Context: an optimization exercise on an open-source flow, tuned for small area and a short achievable clock period. The choices shown serve that exercise and are no tape-out recipe.
No run shown here included a check of the RTL's function; only the layout flow was run.
Power is estimated from default activity; no workload was simulated.

==> flow/design.v <==
`timescale 1ns / 1ps
module awstm(
        pps,
        tevt,
        evt,
        rst_n,
        clk
    );
    input pps;
    input [31:0] tevt;
    output [31:0] evt;
    input rst_n;
    input clk;
    reg r_pps;
    reg r_pps_lock;
    reg [14:0] r_k;           
    reg [26:0] r_td;
    reg [16:0] r_awstm;
    reg [30:0] r_tmev_next;
    reg [17:0] r_set_tmev;    
    reg [10:0] r_tcor;
    reg [7:0]  r_tcor_max;    
    reg r_eq;                 
    reg r_wrap;               
    wire evt_pps = pps & ~r_pps;
    assign evt = {r_set_tmev[17], 14'd0, r_set_tmev[16:0]};
    wire        low_zero = ~|r_td[18:0];
    wire [6:0]  a = (r_td[25:19] ^ {7{r_td[26]}}) + {6'd0, r_td[26] & low_zero};
    wire [6:0]  t1;
    wire [6:0]  t2;
    assign t1[6] = a[6];
    assign t1[5:0] = a[6:1] | a[5:0];
    assign t2[6] = t1[6];
    assign t2[5:0] = t1[6:1] ^ t1[5:0];
    wire [7:0]  tcm_next = {~(t1[1] & t1[2]), t2[0], t2[1], t2[2], t2[3], t2[4], t2[5], t2[6]};
    wire tcor_ge = r_tcor[10:3] >= r_tcor_max;
    wire [10:0] tcor_next = tcor_ge ? 11'd0 : r_tcor + 11'd1;
    wire eq_next = (tcor_next == {tcm_next, 3'd0});
    wire k_to = r_k[14] & ~r_k[12] & ~r_k[9] & ~r_k[8] & ~r_k[7] & ~r_k[2] & ~r_k[1] & ~r_k[0];
    wire cor = ~r_wrap & r_eq;
    wire inc0 = r_eq & r_td[26];
    wire inc2 = r_eq & ~r_td[26];
    wire at_99998 = (&r_awstm[16:15]) & (&r_awstm[10:9]) & r_awstm[7] & (&r_awstm[4:1]);
    wire at_99997 = (&r_awstm[16:15]) & (&r_awstm[10:9]) & r_awstm[7] & (&r_awstm[4:2]) & r_awstm[0];
    wire wrap_next = ~r_wrap & ((at_99998 & ~inc0) | (at_99997 & inc2));
    wire [16:0] aws_next = r_wrap ? 17'd0 : (inc2 ? r_awstm + 17'd2 : (inc0 ? r_awstm : r_awstm + 17'd1));
    wire [14:0] td_l = r_td[14:0];
    wire [11:0] td_h = r_td[26:15];
    wire [15:0] pk_l = {1'b0, td_l} + {1'b0, r_k};
    wire [11:0] td_h_p = td_h + 12'd1;
    wire [11:0] td_h_m = td_h - 12'd1;
    wire [11:0] pk_h = (r_k[14] == pk_l[15]) ? td_h : (pk_l[15] ? td_h_p : td_h_m);
    wire [14:0] pm_l = r_td[26] ? td_l + 15'd1 : td_l - 15'd1;
    wire        pm_c = r_td[26] ? (&td_l) : ~|td_l;
    wire [11:0] pm_h = pm_c ? (r_td[26] ? td_h_p : td_h_m) : td_h;
    wire [26:0] td_pk = {pk_h, pk_l[14:0]};
    wire [26:0] td_pm = {pm_h, pm_l};
    wire [16:0] tm_l = r_tmev_next[16:0];
    wire        tm_hz = ~|r_tmev_next[30:17];
    wire        tm_ho = &r_tmev_next[30:17];
    wire        l_ones = &tm_l;
    wire [16:0] e = ~(tm_l ^ r_awstm);
    wire [16:0] q;
    assign q[16:0] = {e[16:1] ^ ~(r_awstm[15:0] | ~tm_l[15:0]), ~e[0]};
    wire        m_eq = tm_hz & (&e);
    wire        m_p1 = (&q) & (l_ones ? tm_ho : tm_hz);
    wire        match = m_eq | m_p1;
    wire        tm_gt = ~tm_hz | (tm_l > 17'd99999);
    wire [30:0] tm_sum = tevt[30:0] + {14'd0, tm_l};
    wire [17:0] tm_dl = {1'b0, tm_l} + {1'b0, {17{tm_gt}} & 17'd31073};
    wire [13:0] tm_dh = r_tmev_next[30:17] - {13'd0, tm_gt & ~tm_dl[17]};
    wire [30:0] tm_keep = {tm_dh, tm_dl[16:0]};
    always @(posedge clk or negedge rst_n) begin
        if (rst_n == 1'b0) begin
            r_pps <= 1'b0;
            r_pps_lock <= 1'b0;
            r_k <= 15'd9999;
            r_td <= 27'd0;
            r_tcor <= 11'd0;
            r_tcor_max <= 8'd128;
            r_eq <= 1'b0;
            r_wrap <= 1'b0;
            r_awstm <= 17'd0;
            r_tmev_next <= 31'd0;
            r_set_tmev <= 18'd0;
        end else begin
            r_pps <= pps;
            r_tcor_max <= tcm_next;
            r_tcor <= tcor_next;
            r_eq <= eq_next;
            r_wrap <= wrap_next;
            if (evt_pps) begin
                r_pps_lock <= 1'b1;
                r_k <= 15'd9999;
            end else if (k_to) begin
                r_pps_lock <= 1'b0;
                r_k <= 15'd4999;
            end else begin
                r_k <= r_k - 15'd1;
            end
            if (cor)
                r_td <= td_pm;
            else if (evt_pps)
                r_td <= td_pk;
            r_awstm <= aws_next;
            if (match)
                r_set_tmev <= {r_pps_lock, r_awstm};
            r_tmev_next <= (match & ~tm_gt) ? tm_sum : tm_keep;
        end
    end
endmodule
==> flow/flow/run.sh <==
#!/bin/bash
# Standard ORFS layout; the only change is the cell used to buffer the ports.
set -euo pipefail
bash standard.sh finish "BUFFER_PORTS_ARGS=-buffer_cell sky130_fd_sc_hd__buf_1" > make_finish.log 2>&1
==> flow/standard.sh <==
#!/bin/bash
# synth_recipe.tcl (not shown) runs the flow's synth.tcl, then flattens the netlist and writes it again
# the make line also repeats each setting of config.mk as NAME=value (left out here)
make -C /OpenROAD-flow-scripts/flow DESIGN_CONFIG=/design/flow/config.mk WORK_HOME=/design/flow/orfs CLKGATE_MAP_FILE= SYNTH_SCRIPT=/design/flow/synth_recipe.tcl "${@:-finish}"
==> flow/config.mk <==
export PLATFORM = sky130hd
export DESIGN_NAME = awstm
export DESIGN_NICKNAME = awstm
export VERILOG_FILES = /design/flow/design.v
export SDC_FILE = /design/flow/constraint.sdc
export NUM_CORES = 4
export LEC_CHECK = 0
export CAP_MARGIN = 20
export CORE_MARGIN = 2
export CORE_UTILIZATION = 40
export CTS_BUF_LIST = sky130_fd_sc_hd__clkbuf_8
export PLACE_DENSITY = 0.6
export SETUP_SLACK_MARGIN = 2.8
export SLEW_MARGIN = 20
==> flow/constraint.sdc <==
create_clock -name core_clock -period 6.0 [get_ports {clk}]
set_input_delay 1.2000 -clock core_clock [delete_from_list [all_inputs] [get_ports {clk}]]
set_output_delay 1.2000 -clock core_clock [all_outputs]
set_load 0.01 [all_outputs]
==> results of run 1 <==
-- where the power goes --
part           switching [mW]  total (mW)  leakage [nW]  internal [mW]
registers               0.233        1.29          1.60           1.06
logic                    1.20        2.19          3.10          0.987
clock network           0.367       0.726         0.192          0.359
-- sequential cells by signal, summed over array words and instances (netlist names) --
signal       cells
r_awstm         17
r_eq             1
r_k             15
r_pps            1
r_pps_lock       1
r_set_tmev      18
r_tcor          11
r_tcor_max       8
r_td            27
r_tmev_next     31
r_wrap           1
-- path summary, 6_finish.rpt --
check | slack (ns) | depth (start not counted) | start | endpoint
min in group asynchronous | 0.70 | 1 | rst_n | r_tmev_next[22]
worst max-delay path | 2.13 | 20 | r_tmev_next[21] | r_tmev_next[29]
worst min-delay path | 0.48 | 1 | r_k[0] | r_k[0]
worst min register to register | 0.48 | 1 | r_k[0] | r_k[0]
max in group asynchronous | 4.13 | 2 | rst_n | r_td[26]
worst max register to register | 2.13 | 20 | r_tmev_next[21] | r_tmev_next[29]
-- layer usage --
| metal | track usage (%) | vias to the layer above |
|---|---|---|
| met3 | 2.87 | 22 |
| met5 | 0 | - |
| li1 | - | 4296 |
| met2 | 28.5 | 122 |
| met1 | 25.7 | 4069 |
| met4 | 3.99 | 0 |
-- worst max-delay path, cell delays in order, from the launching register on --
cell      delay (ns)
dfrtp_2         0.43
nor4_4          0.32
nand3_1         0.11
or3_4           0.36
a31o_4          0.27
ha_4            0.27
nand4_1         0.11
o21ai_2         0.23
a31oi_4         0.12
o21ai_2         0.15
nor2_2          0.06
o21bai_1        0.17
a21oi_2         0.08
o21a_1          0.20
ha_4            0.18
ha_4            0.16
and3_4          0.16
nand2_4         0.07
nor3_4          0.04
xnor2_1         0.13
mux2i_1         0.08
-- logic make-up after synthesis --
group,after synthesis,share of synthesized area [%]
XOR/XNOR,155,13.4
AND/OR/NAND/NOR,415,20.2
AO/OA/AOI/OAI,253,16.0
flip-flops,131,32.3
other,1,0.0369
buffers and inverters,95,4.49
multiplexers,18,1.83
adder cells (fa/ha/maj),93,11.6
-- area by class of cell --
type,instances,area [µm²]
clock inverter,12,106
fill,2479,13500
timing repair buffer,92,519
sequential,131,3300
inverter,51,195
multi-input combinational,948,6840
clock buffer,20,275
tap,330,413
-- repair_timing --
item                                    in CTS  in global routing
pin swaps                                   21                 15
endpoints found under the setup margin      39                 34
buffers inserted                            25                  8
hold buffers                                 0                  0
gates resized for setup                     41                 22
endpoints found under the hold margin        0                  0
-- placed cells by master, fill, tap and decap left out, types with 8 or more instances in the layout --
cell	synthesis	final
dfstp_2	9	9
dfrtp_2	0	9
buf_1	2	50
nand3_1	40	38
nand2b_1	10	9
nor2_2	2	8
dfrtp_1	122	112
nor2b_1	8	8
a31oi_1	15	13
mux2i_1	13	13
nand2_1	94	93
xnor2_1	88	85
o21ai_0	47	44
xor2_1	66	66
ha_1	89	81
a21o_1	21	21
nand4_1	27	27
nor2_1	130	124
buf_4	17	39
o21ai_1	22	23
inv_1	50	50
nor3_1	25	21
conb_1	1	14
nor4_1	20	12
a211oi_1	10	9
and3_1	10	9
clkbuf_8	0	20
a21oi_1	73	70
o21a_1	9	9
==> metrics.yaml, run 1 <==
timing:
  rsz0062_at_grt: "true"
  worstMarginPinSlew_ns: 1.00
  fin_ws_ns: 2.13
  tns_ns: 0
  finalSetupViolations: 0
  fin_crit_sh_pct: 64.5
  finClkSkew_ns: 0.0157
  timing.slew.headroom_pct: 32.4
  min_period_ns: 3.87
  timing.hold.ws_ns: 0.481
  finalMaxSlewViolations: 0
  hold_viol_final: 0
  fmax_ghz: 0.258
worst_setup_path:
  startpoint_type: "register"
  endpoint_kind: "register"
  crit_type: "reg -> reg"
  cp.required_ns: 6.30
  arrival_ns: 4.17
  path_max_fanout: 6
floorplanning:
  die_area_mm2: 0.0267
  coreArea_mm2: 0.0251
  rows: 58
  initial_core_util_pct: 40.5
  dieWidth_um: 163
  ios: 67
  die_h_um: 163
pwr:
  p_leak_nw: 4.89
  power.density_mw_per_mm2: 361
  max-vdd-ir-drop_mv: 0.237
  fin_total_pwr_mw: 4.20
placement:
  dpl.hpwl_um: 17200
  pre_cts_ws_ns: 1.80
  place_inst: 1519
  placed_area_mm2: 0.0107
  port_buffers: 51
  gp_congestion: 0.834
global_route:
  grt_pass1_vias: 8023
  grt_antenna_before_repair: 0
  grt_pass1_wl_um: 39200
  grt_max_degree: 62
  grt-ovfl-total: 0
  grt_util_all_layers_pct: 18.0
logic_synthesis:
  ys_warn_count: 1
  ys_ff_latch: 131
  yosys-top-cells-count: "nor2_1, dfrtp_1, nand2_1, ha_1, xnor2_1"
  yosysTopAreaCellShare_pct: 30.0
  ys_top_cells_by_area: "dfrtp_1, ha_1, xnor2_1"
  synth_cells: 1161
  ys_types: 79
  synthArstFlopShare_pct: 100
  ys_seq_area_share_pct: 32.3
  synth-edff-count: 0
  yosysTopAreaCell: "dfrtp_1"
  avgSynthCellArea_um2: 8.76
  synth.most_common_cell: "nor2_1"
  synth_area_mm2: 0.0102
  synth_flop_cell: "dfrtp_1"
routing:
  post_drt_wl_per_cell_um: 14.7
  vias: 8509
  drt-met1-wl_um: 11700
  viasPerCell: 5.37
  wl_met2_um: 10700
  drtIter0Drc: 526
  wirelength_um: 23300
  ant_nets: 0
  wl_met3_um: 766
  drc: 0
  drtPass1Iterations: 5
  top_layer_used: "met4"
finish:
  layout-drive-gt1-share_pct: 14.1
  final_area_mm2: 0.0117
  stdcell_count: 1584
  syn2layout_area_growth_pct: 14.5
  fin_nets: 1368
  antennaDiodeCount: 0
  final_util_pct: 46.4
clock_network:
  htreeDepth: 4
  insertion_delay_ns: 0.45
  cts-root-buf: "clkbuf_8"
  cts_made_buffers: 17
  cts.sinks: 131
  clkTransAtPathRegs_ns: 0.08
  cts_tree: "built"
  cts_buffer_depth: 2
outcome:
  outcome: "complete, no violations"
job:
  maxCapViolCount: 0
min_path:
  min_path_type: "reg -> reg"
==> run 2: changes to the inputs <==
--- a/flow/config.mk
+++ b/flow/config.mk
@@ -7,8 +7,8 @@
 export LEC_CHECK = 0
 export CAP_MARGIN = 20
 export CORE_MARGIN = 2
-export CORE_UTILIZATION = 40
+export CORE_UTILIZATION = 60
 export CTS_BUF_LIST = sky130_fd_sc_hd__clkbuf_8
-export PLACE_DENSITY = 0.6
+export PLACE_DENSITY = 0.75
 export SETUP_SLACK_MARGIN = 2.8
 export SLEW_MARGIN = 20
==> run 2 against run 1 <==
  * Critical path depth is the same
  * Synthesized area is the same
  * Via count grew 2.2%
  * Clock skew shrank 0.0039 ns
  * Largest power group unchanged
  * Largest cell class unchanged
  * Cell count shrank 5.9%
  * Register-to-register slack lost 0.13 ns
  * Fmax shrank 3.3%
  * Clock-buffer cell count shrank 1
  * Still clean
  * Worst hold slack lost 0.0032 ns
  * Utilization grew 24 points
  * Total power grew 1.7%
  * Non-clock buffer count grew 16
==> metrics.yaml, run 2 <==
outcome:
  outcome: "complete, no violations"
clock_network:
  cts.sinks: 131  # unchanged
  htreeDepth: 4  # unchanged
  cts-root-buf: "clkbuf_8"
  insertion_delay_ns: 0.44  # about the same
  cts_tree: "built"
  clkTransAtPathRegs_ns: 0.08  # about the same
  cts_made_buffers: 17  # unchanged
  cts_hold_buffers: 0  # unchanged
  cts_buffer_depth: 2  # unchanged
logic_synthesis:
  yosysTopAreaCell: "dfrtp_1"
  ys_top_cells_by_area: "dfrtp_1, ha_1, xnor2_1"
  ys_seq_area_share_pct: 32.3  # unchanged
  synth_cells: 1161  # unchanged
  synth_mux_area_share_pct: 1.83  # unchanged
  ys_types: 79  # unchanged
  synth-edff-count: 0  # unchanged
  ys_ff_latch: 131  # unchanged
  avgSynthCellArea_um2: 8.76  # unchanged
  yosys.area_share.adder_pct: 11.6  # unchanged
  synthArstFlopShare_pct: 100  # unchanged
  synth_flop_cell: "dfrtp_1"
  synth.most_common_cell: "nor2_1"
  synth_area_mm2: 0.0102  # unchanged
  yosysTopAreaCellShare_pct: 30.0  # unchanged
  synth-compound-area-share_pct: 16.0  # unchanged
  synth_top_family_by_area: "simple AND/OR/NAND/NOR gates"
  synthXorXnorAreaFrac_pct: 13.4  # unchanged
  synth-simple-area-share_pct: 20.2  # unchanged
  yosys-top-cells-count: "nor2_1, dfrtp_1, nand2_1, ha_1, xnor2_1"
  ys_warn_count: 1  # unchanged
worst_setup_path:
  crit_type: "reg -> reg"
  startpoint_type: "register"
  arrival_ns: 4.30  # +0.13 ns
  path_max_fanout: 6  # unchanged
  cp.required_ns: 6.30  # about the same
  endpoint_kind: "register"
timing:
  finalSetupViolations: 0  # unchanged
  timing.hold.ws_ns: 0.478  # -0.00315 ns
  fmax_ghz: 0.250  # -3.3%
  fin_crit_sh_pct: 66.7  # +2.2 points
  rsz0062_at_grt: "true"
  finalMaxSlewViolations: 0  # unchanged
  worstMarginPinSlew_ns: 1.06  # +0.0570 ns
  hold_viol_final: 0  # unchanged
  timing.slew.headroom_pct: 28.6  # -3.8 points
  tns_ns: 0  # unchanged
  min_period_ns: 4.00  # +0.131 ns
  finClkSkew_ns: 0.0118  # -0.00387 ns
routing:
  post_drt_wl_per_cell_um: 15.9  # +8.1%
  ant_nets: 0  # unchanged
  drc: 0  # unchanged
  viasPerCell: 5.83  # +8.6%
  vias: 8693  # +2.2%
  drtIter0Drc: 544  # +3.4%
  drtPass1Iterations: 5  # unchanged
  wirelength_um: 23700  # +1.7%
finish:
  reg.largest.list: "r_tmev_next (31), r_td (27), r_set_tmev (18)"
  largest_register_ffs: 31  # unchanged
  final_util_pct: 70.6  # +24 points
  nFillCells: 1333  # -46%
  register_area_mm2: 0.00331  # about the same
  top_register: "r_tmev_next"
  layout-drive-gt1-share_pct: 15.9  # +1.8 points
  syn2layout_area_growth_pct: 15.1
  layout_common_cells: "nor2_1, dfrtp_1, nand2_1"
  fin_nets: 1384  # +1.2%
  multiInputGateArea_mm2: 0.00691  # +1.1%
  antennaDiodeCount: 0  # unchanged
  layout_commonest_cell: "nor2_1"
pwr:
  p_leak_nw: 4.99  # +2.1%
  power.density_mw_per_mm2: 365  # +1.2%
  max-vdd-ir-drop_mv: 0.318  # +34%
floorplanning:
  die_area_mm2: 0.0180  # -33%
  ios: 67  # unchanged
  dieWidth_um: 134  # -18%
  die_h_um: 134  # -18%
  coreArea_mm2: 0.0166  # -34%
  initial_core_util_pct: 61.3  # +21 points
  rows: 47  # -19%
global_route:
  grt_util_all_layers_pct: 26.3  # +8.3 points
  grt_antenna_before_repair: 0  # unchanged
  grt-ovfl-total: 0  # unchanged
  grt_max_degree: 65  # +4.8%
  grt_pass1_vias: 8207  # +2.3%
  grt_pass1_wl_um: 39100  # -0.28%
job:
  maxCapViolCount: 0  # unchanged
placement:
  dpl.hpwl_um: 16400  # -4.2%
  port_buffers: 51  # unchanged
  gp_congestion: 0.869  # +4.2%
min_path:
  min_path_type: "reg -> reg"
-- run 2: cell counts after synthesis --
Identical to the previous run, type by type.
-- run 2: final timing paths --
check	depth (start not counted)	slack, ns	start	endpoint
worst max register to register	20	2.00	r_tmev_next[21]	r_tmev_next[29]
worst max-delay path	20	2.00	r_tmev_next[21]	r_tmev_next[29]
max in group asynchronous	2	4.17	rst_n	r_set_tmev[2]
worst min-delay path	1	0.48	r_k[0]	r_k[0]
min in group asynchronous	1	0.68	rst_n	r_tmev_next[26]
worst min register to register	1	0.48	r_k[0]	r_k[0]
-- run 2: through the flow --
stage | std cells | cell area (µm²) | total power, mW | setup WS, ns
floorplan | 1174 | 10300 | 2.78 | 2.19
global placement | 1410 | 10600 | 3.19 | 1.88
detailed placement | 1410 | 10600 | 3.25 | 1.80
CTS | 1462 | 11200 | 4.04 | 2.13
global route | 1490 | 11700 | 4.60 | 1.83
finish | 1490 | 11700 | 4.27 | 2.00
-- run 2: repair_timing --
action / 4_1_cts / 5_1_grt
resized for setup: 25 / 54
pin swaps: 20 / 41
setup endpoints to repair: 30 / 31
setup buffers: 20 / 28
-- run 2: logic make-up after synthesis --
kind of cell | after synthesis
and+or+nand+nor | 415
AOI/OAI and AO/OA | 253
xor gates and xnor gates | 155
DFF | 131
buffers and inverters | 95
adders and majority gates | 93
muxes | 18
other | 1
-- run 2: layout make-up --
class                   count  share of cell area [%]
multi-input cells         948                    59.0
flip-flops and latches    131                    28.2
repair buffers            108                    5.63
well taps                 220                    2.35
clock buffers              19                    2.23
inverters                  51                    1.67
clock inverters            13                   0.834
-- run 2: worst max-delay path, stage by stage (launching register included) --
cell,delay (ns)
dfrtp_2,0.44
nor4_4,0.30
nand3_1,0.12
or3_4,0.40
a31o_4,0.27
ha_4,0.27
nand4_1,0.12
o21ai_2,0.25
a31oi_4,0.13
o21ai_2,0.15
nor2_2,0.06
o21bai_1,0.17
a21oi_2,0.09
o21a_1,0.22
ha_4,0.18
ha_4,0.17
and3_4,0.16
nand2_4,0.07
nor3_2,0.04
xnor2_1,0.15
mux2i_1,0.09
-- run 2: report_power, final --
part	internal, mW	switching (mW)
clock	0.341	0.364
combinational	1.04	1.23
sequential	1.06	0.240
-- run 2: per-layer routing --
layer / vias up / global-route usage (%) / wire length (µm)
met3: 24 / 4.20 / 782
met5: - / 0 / 0
met1: 4192 / 36.0 / 11100
li1: 4318 / - / -
met4: 0 / 6.14 / 280
met2: 159 / 44.0 / 11500
==> run 3: changes to the inputs <==
--- a/flow/design.v
+++ b/flow/design.v
@@ -47,11 +47,30 @@
     wire [14:0] td_l = r_td[14:0];
     wire [11:0] td_h = r_td[26:15];
     wire [15:0] pk_l = {1'b0, td_l} + {1'b0, r_k};
-    wire [11:0] td_h_p = td_h + 12'd1;
-    wire [11:0] td_h_m = td_h - 12'd1;
+    wire [11:0] td_h_p;
+    wire [11:0] td_h_m;
+    wire [14:0] pm_l;
+    genvar gi;
+    generate
+        for (gi = 0; gi < 12; gi = gi + 1) begin : g_td_h
+            if (gi == 0) begin : g0
+                assign td_h_p[gi] = ~td_h[gi];
+                assign td_h_m[gi] = ~td_h[gi];
+            end else begin : gn
+                assign td_h_p[gi] = td_h[gi] ^ (&td_h[gi-1:0]);
+                assign td_h_m[gi] = td_h[gi] ^ ~(|td_h[gi-1:0]);
+            end
+        end
+        for (gi = 0; gi < 15; gi = gi + 1) begin : g_pm_l
+            if (gi == 0) begin : g0
+                assign pm_l[gi] = ~td_l[gi];
+            end else begin : gn
+                assign pm_l[gi] = td_l[gi] ^ (&(td_l[gi-1:0] ~^ {gi{r_td[26]}}));
+            end
+        end
+    endgenerate
     wire [11:0] pk_h = (r_k[14] == pk_l[15]) ? td_h : (pk_l[15] ? td_h_p : td_h_m);
-    wire [14:0] pm_l = r_td[26] ? td_l + 15'd1 : td_l - 15'd1;
-    wire        pm_c = r_td[26] ? (&td_l) : ~|td_l;
+    wire        pm_c = &(td_l ~^ {15{r_td[26]}});
     wire [11:0] pm_h = pm_c ? (r_td[26] ? td_h_p : td_h_m) : td_h;
     wire [26:0] td_pk = {pk_h, pk_l[14:0]};
     wire [26:0] td_pm = {pm_h, pm_l};
@@ -67,9 +86,8 @@
     wire        match = m_eq | m_p1;
     wire        tm_gt = ~tm_hz | (tm_l > 17'd99999);
     wire [30:0] tm_sum = tevt[30:0] + {14'd0, tm_l};
-    wire [17:0] tm_dl = {1'b0, tm_l} + {1'b0, {17{tm_gt}} & 17'd31073};
-    wire [13:0] tm_dh = r_tmev_next[30:17] - {13'd0, tm_gt & ~tm_dl[17]};
-    wire [30:0] tm_keep = {tm_dh, tm_dl[16:0]};
+    wire [30:0] tm_sub = r_tmev_next - 31'd99999;
+    wire [30:0] tm_keep = tm_gt ? tm_sub : r_tmev_next;
     always @(posedge clk or negedge rst_n) begin
         if (rst_n == 1'b0) begin
             r_pps <= 1'b0;
--- a/flow/config.mk
+++ b/flow/config.mk
@@ -7,8 +7,8 @@
 export LEC_CHECK = 0
 export CAP_MARGIN = 20
 export CORE_MARGIN = 2
-export CORE_UTILIZATION = 60
+export CORE_UTILIZATION = 40
 export CTS_BUF_LIST = sky130_fd_sc_hd__clkbuf_8
-export PLACE_DENSITY = 0.75
-export SETUP_SLACK_MARGIN = 2.8
+export PLACE_DENSITY = 0.6
+export SETUP_SLACK_MARGIN = 2.5
 export SLEW_MARGIN = 20
==> run 3 against run 2 <==
  * Worst setup slack better by 0.26 ns
  * Worst hold slack better by 0.0031 ns
  * Register-to-register slack better by 0.26 ns
  * Still clean
  * Largest cell class unchanged
  * Critical endpoint is now r_eq
  * Synthesized area down 1.0%
  * Clock-buffer cell count down 2
  * Largest power group unchanged
  * Sequential cell count unchanged
  * Utilization down 26 points
==> metrics.yaml, run 3 <==
logic_synthesis:
  synth-edff-count: 0  # unchanged
  synthArstFlopShare_pct: 100  # unchanged
  ys_types: 88  # +11%
  synth_flop_cell: "dfrtp_1"
  synth.most_common_cell: "dfrtp_1"
  synth_area_mm2: 0.0101  # -1.0%
  yosysTopAreaCell: "dfrtp_1"
  ys_top_cells_by_area: "dfrtp_1, ha_1, xnor2_1"
  avgSynthCellArea_um2: 8.44  # -3.6%
  ys_seq_area_share_pct: 32.7  # +0.34 points
  yosys-top-cells-count: "dfrtp_1, nor2_1, nand2_1, a21oi_1, xnor2_1"
  synth_cells: 1192  # +2.7%
  yosysTopAreaCellShare_pct: 30.3  # +0.32 points
  ys_warn_count: 1  # unchanged
  ys_ff_latch: 131  # unchanged
finish:
  fin_nets: 1341  # -3.1%
  stdcell_count: 1575  # +5.7%
  layout_commonest_cell: "dfrtp_1"
  reg.largest.list: "r_tmev_next (31), r_td (27), r_set_tmev (18)"
  layout-drive-gt1-share_pct: 8.19  # -7.7 points
  largest_register_ffs: 31  # unchanged
  syn2layout_area_growth_pct: 9.87
  layout_common_cells: "dfrtp_1, nand2_1, nor2_1"
  top_register: "r_tmev_next"
  antennaDiodeCount: 0  # unchanged
floorplanning:
  die_h_um: 163  # +21%
  dieWidth_um: 163  # +21%
  die_area_mm2: 0.0265  # +47%
  coreArea_mm2: 0.0250  # +51%
  rows: 58  # +23%
  ios: 67  # unchanged
  initial_core_util_pct: 40.3  # -21 points
min_path:
  min_path_type: "reg -> reg"
timing:
  worstMarginPinSlew_ns: 0.870  # -0.191 ns
  finalSetupViolations: 0  # unchanged
  tns_ns: 0  # unchanged
  fin_crit_sh_pct: 62.3  # -4.4 points
  fmax_ghz: 0.267  # +7.1%
  finClkSkew_ns: 0.0153  # +0.00346 ns
  timing.hold.ws_ns: 0.481  # +0.00310 ns
  timing.slew.headroom_pct: 41.8  # +13 points
  hold_viol_final: 0  # unchanged
  min_period_ns: 3.74  # -0.264 ns
  rsz0062_at_grt: "true"
  finalMaxSlewViolations: 0  # unchanged
outcome:
  outcome: "complete, no violations"
routing:
  drtIter0Drc: 598  # +9.9%
  viasPerCell: 5.48  # -6.1%
  ant_nets: 0  # unchanged
  wirelength_um: 24400  # +2.7%
  drtPass1Iterations: 5  # unchanged
  vias: 8631  # -0.71%
  drc: 0  # unchanged
  post_drt_wl_per_cell_um: 15.5  # -2.9%
worst_setup_path:
  cp_cell_sequence: "or4_4 -> or4_1 -> nor4_4 -> ha_2 -> ha_4 -> nand2_1 -> or2_0 -> o21ai_1 -> xor2_1 -> xor2_1 -> mux2i_2 -> xnor2_1 -> nand4_1 -> nor3_2"
  crit_buf_inv: 0  # unchanged
  arrival_ns: 4.12  # -0.18 ns
  slowest_stage: "or4_4"
  path_max_fanout: 8  # +2
  crit_type: "reg -> reg"
  startpoint_type: "register"
  crit_family: "simple AND/OR/NAND/NOR gates"
  cpPeakStageDelay_ns: 0.55  # +0.11 ns
  endpoint_kind: "register"
  crit_top_cell: "xor2_1"
  cp.required_ns: 6.38  # +0.08 ns
clock_network:
  htreeDepth: 4  # unchanged
  clkTransAtPathRegs_ns: 0.08  # about the same
  cts_made_buffers: 17  # unchanged
  cts.sinks: 131  # unchanged
  insertion_delay_ns: 0.46  # +0.02 ns
  cts-root-buf: "clkbuf_8"
  cts_buffer_depth: 2  # unchanged
  cts_tree: "built"
global_route:
  grt_max_degree: 53  # -18%
  grt_pass1_wl_um: 40600  # +3.9%
  grt_pass1_vias: 8177  # -0.37%
  grt_antenna_before_repair: 0  # unchanged
  grt-ovfl-total: 0  # unchanged
  grt_util_all_layers_pct: 19.0  # -7.3 points
placement:
  port_buffers: 51  # unchanged
  place_inst: 1537  # +9.0%
  dpl.hpwl_um: 17900  # +8.7%
  gp_congestion: 0.916  # +5.4%
pwr:
  power.density_mw_per_mm2: 442  # +21%
  fin_total_pwr_mw: 4.89  # +14%
  max-vdd-ir-drop_mv: 0.198  # -38%
  p_leak_nw: 4.57  # -8.5%
job:
  maxCapViolCount: 0  # unchanged
run 3: cell count changes in the layout (fill, tap and decap cells not counted), moves of 10 or more:
cell     before  now
nor2b_1       8   18
o22ai_1       0   15
o21ai_0      44   66
nor2_1      123  103
dfrtp_1     110  120
or3_1         4   16
xor2_1       66   37
nand2_1      92  104
a21oi_1      68   82
buf_4        52   15
run 3: worst paths after layout:
check                               from       endpoint  slack [ns]  cells past startpoint
worst max-delay path            r_td[12]           r_eq        2.26                     14
max in group asynchronous          rst_n       r_td[16]        4.20                      2
worst min-delay path              r_k[0]         r_k[0]        0.48                      1
worst min register to register    r_k[0]         r_k[0]        0.48                      1
min in group asynchronous          rst_n  r_set_tmev[9]        0.73                      1
worst max register to register  r_td[12]           r_eq        2.26                     14
run 3: area by class of cell:
type | count | area (µm²)
Clock buffer | 17 | 234
Clock inverter | 15 | 173
Fill cell | 2571 | 13900
Inverter | 55 | 206
Multi-Input combinational cell | 961 | 6430
Sequential cell | 131 | 3290
Tap cell | 330 | 413
Timing Repair Buffer | 66 | 308
run 3: metrics by stage:
stage	util (%)	cell area (µm²)	worst slack (ns)
5_1_grt	44.3	11100	2.06
6_report	44.3	11100	2.26
4_1_cts	44.2	11000	2.32
3_5_place_dp	42.1	10500	1.75
2_1_floorplan	-	10200	2.45
3_3_place_gp	42.1	10500	1.79
run 3: what timing repair did:
action | 4_1_cts | 5_1_grt
hold buffers | 0 | 0
pin swaps | 2 | 3
endpoints found under the setup margin | 18 | 10
gates resized for setup | 12 | 7
setup buffers | 5 | 1
cloned | 0 | 0
run 3: report_power, final:
group	switching, mW	leakage, nW	internal, mW
Sequential	0.382	1.61	1.14
Clock	0.411	0.202	0.382
Combinational	1.43	2.75	1.14
run 3: kinds of logic (layout without fill, tap and decap cells):
group           after synthesis  in the layout  synth area share [%]
compound gates              291            291                  18.2
xor+xnor                    120            120                  10.4
fa+ha+maj                    74             74                  9.35
buf+inv                     113            153                  5.05
flops                       131            131                  32.7
mux                          16             16                  1.70
other cells                   1             14                0.0373
simple gates                446            446                  22.5
run 3: routing by layer:
metal	share of wire (%)	vias to the layer above	track usage, %
met5	0	-	0
met4	1.1	0	4.79
met3	2.9	21	2.70
met2	45	135	30.3
met1	51	4116	27.1
li1	-	4359	-
run 3: worst register-to-register path: stages, from the launching register on:
cell and delay, ns:
dfrtp_1 0.40, or4_4 0.55, or4_1 0.47, nor4_4 0.21
ha_2 0.30, ha_4 0.20, nand2_1 0.06, or2_0 0.21
o21ai_1 0.09, xor2_1 0.22, xor2_1 0.24, mux2i_2 0.29
xnor2_1 0.14, nand4_1 0.12, nor3_2 0.18
==> run 4: changes to the inputs <==
--- a/flow/design.v
+++ b/flow/design.v
@@ -23,6 +23,22 @@
     reg r_eq;                 
     reg r_wrap;               
     wire evt_pps = pps & ~r_pps;
+    function [16:0] inc17;
+        input [16:0] x;
+        integer i;
+        begin
+            for (i = 0; i < 17; i = i + 1)
+                inc17[i] = x[i] ^ (&(x | ~((17'd1 << i) - 17'd1)));
+        end
+    endfunction
+    function [16:0] dec17;
+        input [16:0] x;
+        integer i;
+        begin
+            for (i = 0; i < 17; i = i + 1)
+                dec17[i] = x[i] ^ ~(|(x & ((17'd1 << i) - 17'd1)));
+        end
+    endfunction
     assign evt = {r_set_tmev[17], 14'd0, r_set_tmev[16:0]};
     wire        low_zero = ~|r_td[18:0];
     wire [6:0]  a = (r_td[25:19] ^ {7{r_td[26]}}) + {6'd0, r_td[26] & low_zero};
@@ -34,16 +50,20 @@
     assign t2[5:0] = t1[6:1] ^ t1[5:0];
     wire [7:0]  tcm_next = {~(t1[1] & t1[2]), t2[0], t2[1], t2[2], t2[3], t2[4], t2[5], t2[6]};
     wire tcor_ge = r_tcor[10:3] >= r_tcor_max;
-    wire [10:0] tcor_next = tcor_ge ? 11'd0 : r_tcor + 11'd1;
+    wire [16:0] tcor_p1 = inc17({6'd0, r_tcor});
+    wire [10:0] tcor_next = tcor_ge ? 11'd0 : tcor_p1[10:0];
     wire eq_next = (tcor_next == {tcm_next, 3'd0});
     wire k_to = r_k[14] & ~r_k[12] & ~r_k[9] & ~r_k[8] & ~r_k[7] & ~r_k[2] & ~r_k[1] & ~r_k[0];
+    wire [16:0] k_m1 = dec17({2'd0, r_k});
     wire cor = ~r_wrap & r_eq;
     wire inc0 = r_eq & r_td[26];
     wire inc2 = r_eq & ~r_td[26];
     wire at_99998 = (&r_awstm[16:15]) & (&r_awstm[10:9]) & r_awstm[7] & (&r_awstm[4:1]);
     wire at_99997 = (&r_awstm[16:15]) & (&r_awstm[10:9]) & r_awstm[7] & (&r_awstm[4:2]) & r_awstm[0];
     wire wrap_next = ~r_wrap & ((at_99998 & ~inc0) | (at_99997 & inc2));
-    wire [16:0] aws_next = r_wrap ? 17'd0 : (inc2 ? r_awstm + 17'd2 : (inc0 ? r_awstm : r_awstm + 17'd1));
+    wire [16:0] aws_p1 = inc17(r_awstm);
+    wire [15:0] aws_p2h = inc17({1'b0, r_awstm[16:1]});
+    wire [16:0] aws_next = r_wrap ? 17'd0 : (inc2 ? {aws_p2h, r_awstm[0]} : (inc0 ? r_awstm : aws_p1));
     wire [14:0] td_l = r_td[14:0];
     wire [11:0] td_h = r_td[26:15];
     wire [15:0] pk_l = {1'b0, td_l} + {1'b0, r_k};
@@ -85,8 +105,12 @@
     wire        m_p1 = (&q) & (l_ones ? tm_ho : tm_hz);
     wire        match = m_eq | m_p1;
     wire        tm_gt = ~tm_hz | (tm_l > 17'd99999);
-    wire [30:0] tm_sum = tevt[30:0] + {14'd0, tm_l};
-    wire [30:0] tm_sub = r_tmev_next - 31'd99999;
+    wire [17:0] tm_sl = {1'b0, tm_l} + {1'b0, tevt[16:0]};
+    wire [16:0] tevt_hi_p = inc17({3'd0, tevt[30:17]});
+    wire [30:0] tm_sum = {tm_sl[17] ? tevt_hi_p[13:0] : tevt[30:17], tm_sl[16:0]};
+    wire [17:0] tm_dl = {1'b0, tm_l} + 18'd31073;
+    wire [16:0] tm_hi_m = dec17({3'd0, r_tmev_next[30:17]});
+    wire [30:0] tm_sub = {tm_dl[17] ? r_tmev_next[30:17] : tm_hi_m[13:0], tm_dl[16:0]};
     wire [30:0] tm_keep = tm_gt ? tm_sub : r_tmev_next;
     always @(posedge clk or negedge rst_n) begin
         if (rst_n == 1'b0) begin
@@ -114,7 +138,7 @@
                 r_pps_lock <= 1'b0;
                 r_k <= 15'd4999;
             end else begin
-                r_k <= r_k - 15'd1;
+                r_k <= k_m1[14:0];
             end
             if (cor)
                 r_td <= td_pm;
==> run 4 against run 3 <==
  * First-iteration DRC count shrank 23%
  * Critical path depth shrank 3
  * Global-route usage is essentially flat
  * Synthesized area shrank 1.4%
  * Sequential power shrank 16%
  * Synthesized cell count shrank 4.5%
  * Highest routed layer unchanged
  * Register-to-register slack gained 0.26 ns
  * Worst hold slack lost 0.0075 ns
  * Critical endpoint unchanged
  * Die area shrank 1.4%
==> metrics.yaml, run 4 <==
outcome:
  outcome: "complete, no violations"
floorplanning:
  die_area_mm2: 0.0261  # -1.4%
  dieWidth_um: 162  # -0.68%
  rows: 57  # -1.7%
  ios: 67  # unchanged
  coreArea_mm2: 0.0243  # -2.6%
  initial_core_util_pct: 40.8  # +0.49 points
  die_h_um: 162  # -0.68%
timing:
  rsz0062_at_grt: "true"
  worstMarginPinSlew_ns: 1.02  # +0.155 ns
  fin_crit_sh_pct: 57.9  # -4.4 points
  min_period_ns: 3.48  # -0.263 ns
  finClkSkew_ns: 0.0229  # +0.00761 ns
  tns_ns: 0  # unchanged
  finalSetupViolations: 0  # unchanged
  timing.slew.headroom_pct: 31.4  # -10 points
  timing.hold.ws_ns: 0.474  # -0.00749 ns
  fmax_ghz: 0.288  # +7.6%
  hold_viol_final: 0  # unchanged
  finalMaxSlewViolations: 0  # unchanged
logic_synthesis:
  synth_flop_cell: "dfrtp_1"
  ys_seq_area_share_pct: 33.1  # +0.46 points
  ys_top_cells_by_area: "dfrtp_1, ha_1, xnor2_1"
  yosys-top-cells-count: "dfrtp_1, nand2_1, nor2_1, ha_1, o21ai_0"
  avgSynthCellArea_um2: 8.72  # +3.3%
  yosysTopAreaCellShare_pct: 30.8  # +0.43 points
  ys_ff_latch: 131  # unchanged
  synth-edff-count: 0  # unchanged
  ys_warn_count: 1  # unchanged
  synth_cells: 1138  # -4.5%
  synthArstFlopShare_pct: 100  # unchanged
  yosysTopAreaCell: "dfrtp_1"
  synth_area_mm2: 0.00993  # -1.4%
  ys_types: 92  # +4.5%
  synth.most_common_cell: "dfrtp_1"
global_route:
  grt_antenna_before_repair: 0  # unchanged
  grt_pass1_vias: 8093  # -1.0%
  grt-ovfl-total: 0  # unchanged
  grt_pass1_wl_um: 40200  # -1.0%
  grt_util_all_layers_pct: 18.9  # -0.038 points
  grt_max_degree: 60  # +13%
min_path:
  min_path_type: "reg -> reg"
  worstHoldStart: "r_k[0]"
  worstHoldEndpoint: "r_k[0]"
  whs_path_depth: 1  # unchanged
placement:
  dpl.hpwl_um: 17800  # -0.22%
  gp_congestion: 0.815  # -11%
  port_buffers: 51  # unchanged
  placed_area_mm2: 0.0103  # -2.0%
worst_setup_path:
  r2r_start: "r_td[18]"
  r2r_end: "r_eq"
  arrival_ns: 3.86  # -0.26 ns
  crit_type: "reg -> reg"
  endpoint_kind: "register"
  startpoint_type: "register"
  r2r_cells: 11  # -3
  ff2ff_setup_slack_ns: 2.52  # +0.26 ns
  cp.required_ns: 6.39  # about the same
  path_max_fanout: 7  # -1
routing:
  post_drt_wl_per_cell_um: 15.8  # +2.2%
  ant_nets: 0  # unchanged
  drtIter0Drc: 459  # -23%
  vias: 8182  # -5.2%
  viasPerCell: 5.42  # -1.1%
  wirelength_um: 23900  # -2.0%
  drtPass1Iterations: 5  # unchanged
  drc: 0  # unchanged
clock_network:
  cts_made_buffers: 17  # unchanged
  htreeDepth: 4  # unchanged
  cts-root-buf: "clkbuf_8"
  clkTransAtPathRegs_ns: 0.09  # about the same
  cts_setup_buffers: 0  # -5
  cts_tree: "built"
  cts.sinks: 131  # unchanged
  insertion_delay_ns: 0.46  # about the same
  cts_buffer_depth: 2  # unchanged
pwr:
  power.density_mw_per_mm2: 314  # -29%
  swShare_pct: 41.3  # -4.2 points
  intPower_mw: 1.98  # -26%
  p_clk_share_pct: 22.2  # +6.0 points
  fin_total_pwr_mw: 3.37  # -31%
  pwr-share-seq_pct: 37.8  # +6.7 points
  max-vdd-ir-drop_mv: 0.152  # -23%
  p_leak_nw: 4.60  # +0.64%
  pwr-share-comb_pct: 40.0  # -13 points
  p_sw_mw: 1.39  # -37%
finish:
  reg.largest.list: "r_tmev_next (31), r_td (27), r_set_tmev (18)"
  syn2layout_area_growth_pct: 8.36
  top_register: "r_tmev_next"
  fin_nets: 1296  # -3.4%
  layout_commonest_cell: "dfrtp_1"
  layout_common_cells: "dfrtp_1, nand2_1, nor2_1"
  antennaDiodeCount: 0  # unchanged
  largest_register_ffs: 31  # unchanged
  final_util_pct: 44.2  # -0.076 points
  layout-drive-gt1-share_pct: 7.59  # -0.60 points
  final_area_mm2: 0.0108  # -2.7%
job:
  maxCapViolCount: 0  # unchanged
-- run 4: cell types whose count changed in the layout (fill, tap and decap cells not counted), moves of 8 or more --
cell / delta
a21oi_1: -13
buf_4: -9
ha_1: +14
nand2_1: +10
nand3_1: -12
nand4_1: -9
nor2_1: -15
nor2b_1: -11
o21ai_0: +9
or3_1: -8
xnor2_1: -12
xor2_1: +9
-- run 4: cell type report --
cell class / instances / area, µm²
Clock buffer: 18 / 248
Timing Repair Buffer: 57 / 240
Sequential cell: 131 / 3290
Tap cell: 324 / 405
Clock inverter: 14 / 139
Multi-Input combinational cell: 903 / 6190
Inverter: 63 / 238
Fill cell: 2388 / 13600
-- run 4: cell families (layout without fill, tap and decap cells) --
| logic type | after synthesis | in the layout | synth area share (%) |
|---|---|---|---|
| flops | 131 | 131 | 33.1 |
| xor+xnor | 119 | 119 | 10.8 |
| fa+ha+maj | 88 | 88 | 11.2 |
| mux | 16 | 16 | 1.66 |
| other cells | 1 | 14 | 0.0378 |
| compound gates | 278 | 278 | 18.2 |
| buf+inv | 117 | 152 | 5.51 |
| simple gates | 388 | 388 | 19.4 |
-- run 4: repair_timing --
action | in CTS | in global routing
pin swaps | 0 | 2
resized for setup | 6 | 6
endpoints found under the setup margin | 1 | 5
hold buffers | 0 | 0
-- run 4: power by group through the flow --
stage | combinational, mW | sequential, mW | clock (mW)
floorplan | 1.17 | 1.17 | 0
global placement | 1.31 | 1.27 | 0
detailed placement | 1.34 | 1.27 | 0
CTS | 1.35 | 1.26 | 0.771
global route | 1.54 | 1.30 | 0.813
finish | 1.35 | 1.28 | 0.750
-- run 4: per-layer routing --
| layer | track usage, % | vias to the layer above | share of wire [%] | wire (µm) |
|---|---|---|---|---|
| li1 | - | 4116 | - | - |
| met2 | 33.4 | 129 | 50 | 11900 |
| met5 | 0 | - | 0 | 0 |
| met1 | 24.2 | 3918 | 46 | 11000 |
| met4 | 4.75 | 0 | 1.4 | 329 |
| met3 | 3.08 | 19 | 2.6 | 615 |
-- run 4: per-stage QoR --
stage	setup WS, ns	std cells
6_report	2.52	1510
3_5_place_dp	2.27	1478
4_1_cts	2.51	1510
2_1_floorplan	2.79	1151
5_1_grt	2.36	1510
3_3_place_gp	2.26	1478
-- run 4: worst max-delay path: stages, from the launching register on --
cell     delay (ns)
dfrtp_1        0.45
or4_1          0.55
nor4_2         0.31
ha_2           0.26
ha_2           0.24
xnor2_1        0.11
xnor2_2        0.29
xnor3_1        0.34
and2_1         0.18
xor2_1         0.14
nor4_1         0.29
and4_1         0.26
-- run 4: worst max-delay path by stage --
stage | endpoint | start | slack, ns | cells after the start
after floorplan | r_tmev_next[16] | tevt[0] | 2.79 | 11
after global placement | r_eq | r_td[26] | 2.26 | 13
after detailed placement | r_eq | r_td[26] | 2.27 | 13
after CTS | r_eq | r_td[26] | 2.51 | 13
after global routing | r_eq | r_td[18] | 2.36 | 11
final | r_eq | r_td[18] | 2.52 | 11
==> run 5: changes to the inputs <==
--- a/flow/config.mk
+++ b/flow/config.mk
@@ -10,5 +10,5 @@
 export CORE_UTILIZATION = 40
 export CTS_BUF_LIST = sky130_fd_sc_hd__clkbuf_8
 export PLACE_DENSITY = 0.6
-export SETUP_SLACK_MARGIN = 2.5
+export SETUP_SLACK_MARGIN = 2.8
 export SLEW_MARGIN = 20
==> run 5 against run 4 <==
  * Critical path type unchanged
  * Via count is 1.4% higher
  * Sequential share of layout area decreased by 0.94 points
  * Sequential power hardly changed
  * Critical path depth rose by 2
  * Die area is the same
  * Clock-buffer cell count down 1
  * Utilization grew 1.5 points
  * Largest cell class unchanged
  * Register-to-register slack better by 0.26 ns
==> metrics.yaml, run 5 <==
outcome:
  outcome: "complete, no violations"
floorplanning:
  rows: 57  # unchanged
  initial_core_util_pct: 40.8  # unchanged
  die_h_um: 162  # unchanged
  dieWidth_um: 162  # unchanged
  die_area_mm2: 0.0261  # unchanged
  coreArea_mm2: 0.0243  # unchanged
  ios: 67  # unchanged
timing:
  finClkSkew_ns: 0.0119  # -0.0110 ns
  finalSetupViolations: 0  # unchanged
  min_period_ns: 3.22  # -0.256 ns
  worstMarginPinSlew_ns: 1.03  # +0.00840 ns
  finalMaxSlewViolations: 0  # unchanged
  tns_ns: 0  # unchanged
  hold_viol_final: 0  # unchanged
  fin_ws_ns: 2.78  # +0.256 ns
  fin_crit_sh_pct: 53.7  # -4.3 points
  rsz0062_at_grt: "true"
  timing.slew.headroom_pct: 31.1  # -0.31 points
  fmax_ghz: 0.311  # +8.0%
logic_synthesis:
  ys_ff_latch: 131  # unchanged
  yosysTopAreaCellShare_pct: 30.8  # unchanged
  synth_cells: 1138  # unchanged
  yosys-top-cells-count: "dfrtp_1, nand2_1, nor2_1, ha_1, o21ai_0"
  synth_area_mm2: 0.00993  # unchanged
  ys_top_cells_by_area: "dfrtp_1, ha_1, xnor2_1"
  ys_warn_count: 1  # unchanged
  yosysTopAreaCell: "dfrtp_1"
  synth.most_common_cell: "dfrtp_1"
  ys_seq_area_share_pct: 33.1  # unchanged
  synth_flop_cell: "dfrtp_1"
  synth-edff-count: 0  # unchanged
  avgSynthCellArea_um2: 8.72  # unchanged
  ys_types: 92  # unchanged
  synthArstFlopShare_pct: 100  # unchanged
global_route:
  grt_pass1_wl_um: 39500  # -1.9%
  grt_util_all_layers_pct: 18.7  # -0.27 points
  grt_max_degree: 60  # unchanged
  grt_antenna_before_repair: 0  # unchanged
  grt-ovfl-total: 0  # unchanged
  grt_pass1_vias: 7851  # -3.0%
placement:
  port_buffers: 51  # unchanged
  place_inst: 1479  # +0.068%
  pre_cts_ws_ns: 2.24  # -0.0326 ns
  gp_congestion: 0.854  # +4.7%
  dpl.hpwl_um: 17400  # -2.5%
finish:
  reg.largest.list: "r_tmev_next (31), r_td (27), r_set_tmev (18)"
  final_util_pct: 45.7  # +1.5 points
  fin_nets: 1317  # +1.6%
  layout-drive-gt1-share_pct: 10.7  # +3.1 points
  top_register: "r_tmev_next"
  nFillCells: 2399  # +0.46%
  stdcell_count: 1531  # +1.4%
  antennaDiodeCount: 0  # unchanged
  layout_common_cells: "dfrtp_1, nand2_1, nor2_1"
  largest_register_ffs: 31  # unchanged
  syn2layout_area_growth_pct: 12.0
  layout_commonest_cell: "dfrtp_1"
routing:
  drc: 0  # unchanged
  top_layer_used: "met4"
  ant_nets: 0  # unchanged
  viasPerCell: 5.42  # about the same
  post_drt_wl_per_cell_um: 15.9  # +0.36%
  drtIter0Drc: 391  # -15%
  drt-met1-wl_um: 11900  # +8.5%
  wl_met3_um: 758  # +23%
  wl_met2_um: 11300  # -5.4%
  vias: 8297  # +1.4%
  drtPass1Iterations: 5  # unchanged
  wirelength_um: 24300  # +1.8%
worst_setup_path:
  setup.worst_path.start: "r_td[3]"
  cp.required_ns: 6.38  # about the same
  crit_type: "reg -> reg"
  endpoint_kind: "register"
  r2r_start: "r_td[3]"
  path_max_fanout: 5  # -2
  startpoint_type: "register"
  arrival_ns: 3.60  # -0.26 ns
clock_network:
  cts_hold_buffers: 0  # unchanged
  cts_buffer_depth: 2  # unchanged
  cts_tree: "built"
  htreeDepth: 4  # unchanged
  clkTransAtPathRegs_ns: 0.08  # about the same
  cts.sinks: 131  # unchanged
  cts-root-buf: "clkbuf_8"
  cts_made_buffers: 17  # unchanged
  insertion_delay_ns: 0.44  # -0.02 ns
pwr:
  max-vdd-ir-drop_mv: 0.158  # +4.3%
  fin_total_pwr_mw: 3.56  # +5.5%
  power.density_mw_per_mm2: 320  # +2.0%
  p_leak_nw: 4.75  # +3.3%
min_path:
  worstHoldStart: "r_tcor[0]"
  min_path_type: "reg -> reg"
job:
  maxCapViolCount: 0  # unchanged
run 5: cell counts after synthesis:
No cell type changed its count.
run 5: path summary, 6_finish.rpt:
| kind | to | slack (ns) | depth (start not counted) |
|---|---|---|---|
| max in group asynchronous | r_td[1] | 4.05 | 2 |
| hold reg to reg | r_tcor[0] | 0.47 | 1 |
| hold / removal | r_tcor[0] | 0.47 | 1 |
| setup reg to reg | r_eq | 2.78 | 13 |
| setup / recovery | r_eq | 2.78 | 13 |
| min in group asynchronous | r_k[11] | 0.76 | 1 |
run 5: kinds of logic after synthesis:
group | share of synthesized area, %
flip-flops | 33.1
XOR/XNOR | 10.8
AO/OA/AOI/OAI | 18.2
multiplexers | 1.66
adder cells (fa/ha/maj) | 11.2
buffers and inverters | 5.51
AND/OR/NAND/NOR | 19.4
other | 0.0378
run 5: metal layers:
metal | vias to the layer above | GRT usage [%]
met5 | - | 0
met1 | 3977 | 26.2
li1 | 4154 | -
met3 | 22 | 2.65
met4 | 0 | 4.99
met2 | 144 | 30.2
run 5: where the power goes:
part,leakage [nW],internal [mW],switching (mW)
Clock,0.225,0.492,0.367
Combinational,2.92,0.647,0.782
Sequential,1.61,1.03,0.239
Total,4.75,2.17,1.39
run 5: cell type report:
cell class              instances  area [µm²]  area share (%)
clock buffers                  17         234            2.10
repair buffers                 75         375            3.38
clock inverters                15         213            1.91
well taps                     324         405            3.65
inverters                      63         239            2.15
flip-flops and latches        131        3300            29.7
multi-input cells             906        6350            57.1
run 5: stage by stage:
step / area, µm² / hold WS (ns)
detailed placement: 10300 / 0.451
global route: 11100 / 0.487
finish: 11100 / 0.469
floorplan: 9980 / 0.432
CTS: 10900 / 0.471
global placement: 10300 / 0.452
run 5: critical path, cell delays in order, from the launching register on:
cell and delay [ns]:
dfrtp_2 0.44, nor4_4 0.34, nand4_1 0.19, nor4_4 0.27, ha_2 0.25, ha_4 0.19
xnor2_4 0.08, xnor2_2 0.26, buf_4 0.17, nand2_2 0.07, ha_4 0.23, xor2_1 0.16
nor4_2 0.27, and4_1 0.24
run 5: timing repair:
action,in CTS,in global routing
cloned,1,2
resized for setup,13,26
buffers inserted,1,16
pin swaps,5,19
setup endpoints to repair,11,18
==> run 6: changes to the inputs <==
--- a/flow/design.v
+++ b/flow/design.v
@@ -41,7 +41,18 @@
     endfunction
     assign evt = {r_set_tmev[17], 14'd0, r_set_tmev[16:0]};
     wire        low_zero = ~|r_td[18:0];
-    wire [6:0]  a = (r_td[25:19] ^ {7{r_td[26]}}) + {6'd0, r_td[26] & low_zero};
+    wire [6:0]  td_x = r_td[25:19];
+    wire [6:0]  a;
+    genvar ga;
+    generate
+        for (ga = 0; ga < 7; ga = ga + 1) begin : g_abs
+            if (ga == 0) begin : g0
+                assign a[ga] = td_x[ga] ^ (r_td[26] & ~low_zero);
+            end else begin : gn
+                assign a[ga] = td_x[ga] ^ (r_td[26] & ~(low_zero & ~|td_x[ga-1:0]));
+            end
+        end
+    endgenerate
     wire [6:0]  t1;
     wire [6:0]  t2;
     assign t1[6] = a[6];
--- a/flow/config.mk
+++ b/flow/config.mk
@@ -10,5 +10,5 @@
 export CORE_UTILIZATION = 40
 export CTS_BUF_LIST = sky130_fd_sc_hd__clkbuf_8
 export PLACE_DENSITY = 0.6
-export SETUP_SLACK_MARGIN = 2.8
+export SETUP_SLACK_MARGIN = 2.5
 export SLEW_MARGIN = 20
==> run 6 against run 5 <==
  * Sequential power is about 10% higher
  * Critical path depth is 1 lower
  * Sequential share of layout area is 0.072 points higher
  * Clock power is 6.9% lower
  * Non-clock buffer count is 2 lower
  * Worst setup slack worse by 0.23 ns
  * Synthesized cell count is 0.53% higher
==> metrics.yaml, run 6 <==
outcome:
  outcome: "complete, no violations"
finish:
  layout-drive-gt1-share_pct: 8.84  # -1.8 points
  fin_nets: 1318  # +0.076%
  top_register: "r_tmev_next"
  layout_commonest_cell: "dfrtp_1"
  stdcell_count: 1534  # +0.20%
  antennaDiodeCount: 0  # unchanged
  syn2layout_area_growth_pct: 11.3
  largest_register_ffs: 31  # unchanged
  reg.largest.list: "r_tmev_next (31), r_td (27), r_set_tmev (18)"
  final_util_pct: 45.5  # -0.23 points
  final_area_mm2: 0.0111  # -0.51%
  layout_common_cells: "dfrtp_1, nor2_1, o21ai_0"
logic_synthesis:
  ys_ff_latch: 131  # unchanged
  ys_warn_count: 1  # unchanged
  ys_top_cells_by_area: "dfrtp_1, ha_1, xnor2_1"
  synth-compound-area-share_pct: 19.7  # +1.4 points
  synthXorXnorAreaFrac_pct: 9.17  # -1.6 points
  yosys.area_share.adder_pct: 11.0  # -0.26 points
  yosysTopAreaCell: "dfrtp_1"
  synth_area_mm2: 0.00993  # about the same
  synth.most_common_cell: "dfrtp_1"
  synth_flop_cell: "dfrtp_1"
  synth-edff-count: 0  # unchanged
  synth_top_family_by_area: "compound AO/OA/AOI/OAI gates"
  synth-simple-area-share_pct: 18.0  # -1.4 points
  avgSynthCellArea_um2: 8.68  # -0.44%
  ys_types: 65  # -29%
  yosysTopAreaCellShare_pct: 30.7  # about the same
  synth_cells: 1144  # +0.53%
  ys_seq_area_share_pct: 33.1  # about the same
  synth_mux_area_share_pct: 3.68  # +2.0 points
  yosys-top-cells-count: "dfrtp_1, nor2_1, o21ai_0, ha_1, inv_1"
  synthArstFlopShare_pct: 100  # unchanged
worst_setup_path:
  endpoint_kind: "register"
  cp.required_ns: 6.39  # about the same
  path_max_fanout: 8  # +3
  startpoint_type: "register"
  crit_type: "reg -> reg"
  r2r_cells: 12  # -1
  arrival_ns: 3.84  # +0.24 ns
min_path:
  min_path_type: "reg -> reg"
  whs_path_depth: 1  # unchanged
job:
  maxCapViolCount: 0  # unchanged
global_route:
  grt_max_degree: 70  # +17%
  use_met1_pct: 25.1  # -1.1 points
  grt_pass1_vias: 8046  # +2.5%
  grt_util_all_layers_pct: 19.0  # +0.33 points
  met3_usage_pct: 2.70  # +0.051 points
  grt_antenna_before_repair: 0  # unchanged
  top_usage_layer: "met2"
  grt-ovfl-total: 0  # unchanged
  grt_pass1_wl_um: 40500  # +2.6%
  use_met2_pct: 32.1  # +1.9 points
clock_network:
  cts_buffer_depth: 2  # unchanged
  htreeDepth: 4  # unchanged
  cts_made_buffers: 17  # unchanged
  cts_tree: "built"
  insertion_delay_ns: 0.47  # +0.03 ns
  clkTransAtPathRegs_ns: 0.08  # about the same
  cts-root-buf: "clkbuf_8"
  cts.sinks: 131  # unchanged
timing:
  fmax_ghz: 0.290  # -6.7%
  min_period_ns: 3.45  # +0.233 ns
  tns_ns: 0  # unchanged
  finalMaxSlewViolations: 0  # unchanged
  worstMarginPinSlew_ns: 0.978  # -0.0548 ns
  hold_viol_final: 0  # unchanged
  fin_ws_ns: 2.55  # -0.233 ns
  fin_crit_sh_pct: 57.5  # +3.9 points
  finalSetupViolations: 0  # unchanged
  rsz0062_at_grt: "true"
  timing.slew.headroom_pct: 34.8  # +3.7 points
  finClkSkew_ns: 0.0136  # +0.00175 ns
routing:
  viasPerCell: 5.50  # +1.4%
  drtIter0Drc: 412  # +5.4%
  drc: 0  # unchanged
  ant_nets: 0  # unchanged
  wirelength_um: 24100  # -0.81%
  drtPass1Iterations: 5  # unchanged
  vias: 8432  # +1.6%
  post_drt_wl_per_cell_um: 15.7  # -1.0%
pwr:
  power.density_mw_per_mm2: 373  # +17%
  p_leak_nw: 4.85  # +2.1%
  swShare_pct: 43.4  # +4.5 points
  max-vdd-ir-drop_mv: 0.222  # +40%
  p_clk_share_pct: 19.4  # -4.7 points
  p_sw_mw: 1.79  # +29%
  intPower_mw: 2.34  # +7.5%
  pwr-share-comb_pct: 46.8  # +6.7 points
  pwr-share-seq_pct: 33.8  # -1.9 points
floorplanning:
  coreArea_mm2: 0.0243  # unchanged
  ios: 67  # unchanged
  die_area_mm2: 0.0261  # about the same
  initial_core_util_pct: 40.8  # about the same
  die_h_um: 162  # about the same
  rows: 57  # unchanged
  dieWidth_um: 162  # about the same
placement:
  dpl.hpwl_um: 17400  # about the same
  gp_congestion: 0.840  # -1.6%
  port_buffers: 51  # unchanged
  place_inst: 1488  # +0.61%
  pre_cts_ws_ns: 1.99  # -0.256 ns
  placed_area_mm2: 0.0104  # +0.94%
[run 6: cell count changes after synthesis, moves of 12 or more]
cell and change:
nand2_1 -44, mux2_2 +19, clkbuf_1 +16, or3_1 +12
[run 6: worst paths after layout]
| check | startpoint | endpoint | slack (ns) |
|---|---|---|---|
| worst max-delay path | r_td[5] | r_eq | 2.55 |
| worst min-delay path | r_tcor[0] | r_tcor[0] | 0.47 |
| worst max register to register | r_td[5] | r_eq | 2.55 |
| worst min register to register | r_tcor[0] | r_tcor[0] | 0.47 |
| max in group asynchronous | rst_n | r_tcor_max[7] | 4.22 |
| min in group asynchronous | rst_n | r_k[6] | 0.87 |
[run 6: metal layers]
metal	routed length, µm	up-vias
met1	11200	4051
met4	433	0
met3	631	30
met5	0	-
li1	-	4222
met2	11800	129
[run 6: repair_timing]
item,in CTS,in global routing
hold buffers,0,0
setup buffers,1,12
setup endpoints to repair,50,46
cloned,0,1
pin swaps,3,3
resized for setup,13,12
[run 6: final cells by class]
class,count,area (µm²)
Timing Repair Buffer,73,380
Clock inverter,15,171
Clock buffer,17,234
Sequential cell,131,3290
Inverter,73,274
Tap cell,324,405
Fill cell,2394,13300
Multi-Input combinational cell,901,6310
[run 6: cell families (layout without fill, tap and decap cells)]
| kind of cell | count (synthesis) | after routing |
|---|---|---|
| fa+ha+maj | 86 | 86 |
| other cells | 1 | 14 |
| simple gates | 359 | 359 |
| buf+inv | 126 | 178 |
| flops | 131 | 131 |
| mux | 34 | 34 |
| xor+xnor | 104 | 104 |
| compound gates | 303 | 304 |
[run 6: through the flow]
| stage | hold slack, ns | power (mW) |
|---|---|---|
| after CTS | 0.474 | 4.14 |
| final | 0.473 | 4.13 |
| after global routing | 0.477 | 4.51 |
| after detailed placement | 0.460 | 3.30 |
| after global placement | 0.453 | 3.26 |
| after floorplan | 0.432 | 2.86 |
[run 6: power by group through the flow]
stage	Clock (mW)	Combinational (mW)	Sequential, mW
floorplan	0	1.57	1.29
global placement	0	1.85	1.40
detailed placement	0	1.89	1.41
CTS	0.827	1.92	1.39
global route	0.861	2.21	1.44
finish	0.799	1.93	1.40
[run 6: worst max-delay path: stages (launching register included)]
cell and delay [ns]:
dfrtp_1 0.48, or4_1 0.64, nor4_4 0.39, nand2_1 0.17, o21ai_1 0.18, nand2_1 0.07, o21a_1 0.11, ha_1 0.34
xnor2_1 0.16, and3_1 0.16, o21ai_0 0.08, a222oi_1 0.36, o2111a_1 0.26

[port drivers added, routing unchanged]
The flow's constraints put no driver on any port. The routed layouts listed below were extracted and timed again, unchanged, in two steps.
Step 1 assumes that a clkbuf_16 drives the clock port and a buf_2 every other input.
Step 2 times the ports against the registers' clock, not the clock port: input delays grow and output delays shrink by t, the midpoint of the rising clock arrivals with the driver on.
Slacks: no drivers / after step 1 / after step 2; pairs: no drivers / after step 1.
run	t, ns	slack for setup (ns)	latest minus earliest clock arrival (ns)	worst slew at a driven data input, ns
run 1	0.483	2.129 / 2.129 / 2.026	0.015 / 0.016	0.03
run 2	0.475	1.998 / 1.998 / 1.998	0.014 / 0.013	0.03
run 3	0.495	2.261 / 2.261 / 2.196	0.016 / 0.016	0.05
run 4	0.487	2.525 / 2.525 / 2.277	0.023 / 0.023	0.03
run 5	0.473	2.781 / 2.781 / 2.494	0.013 / 0.013	0.04
run 6	0.500	2.548 / 2.548 / 2.158	0.017 / 0.017	0.06
After both steps every run listed still meets setup and hold. The setup slack of run 6, which loses most, moves by 0.000 ns with the drivers and by -0.390 ns with both steps.
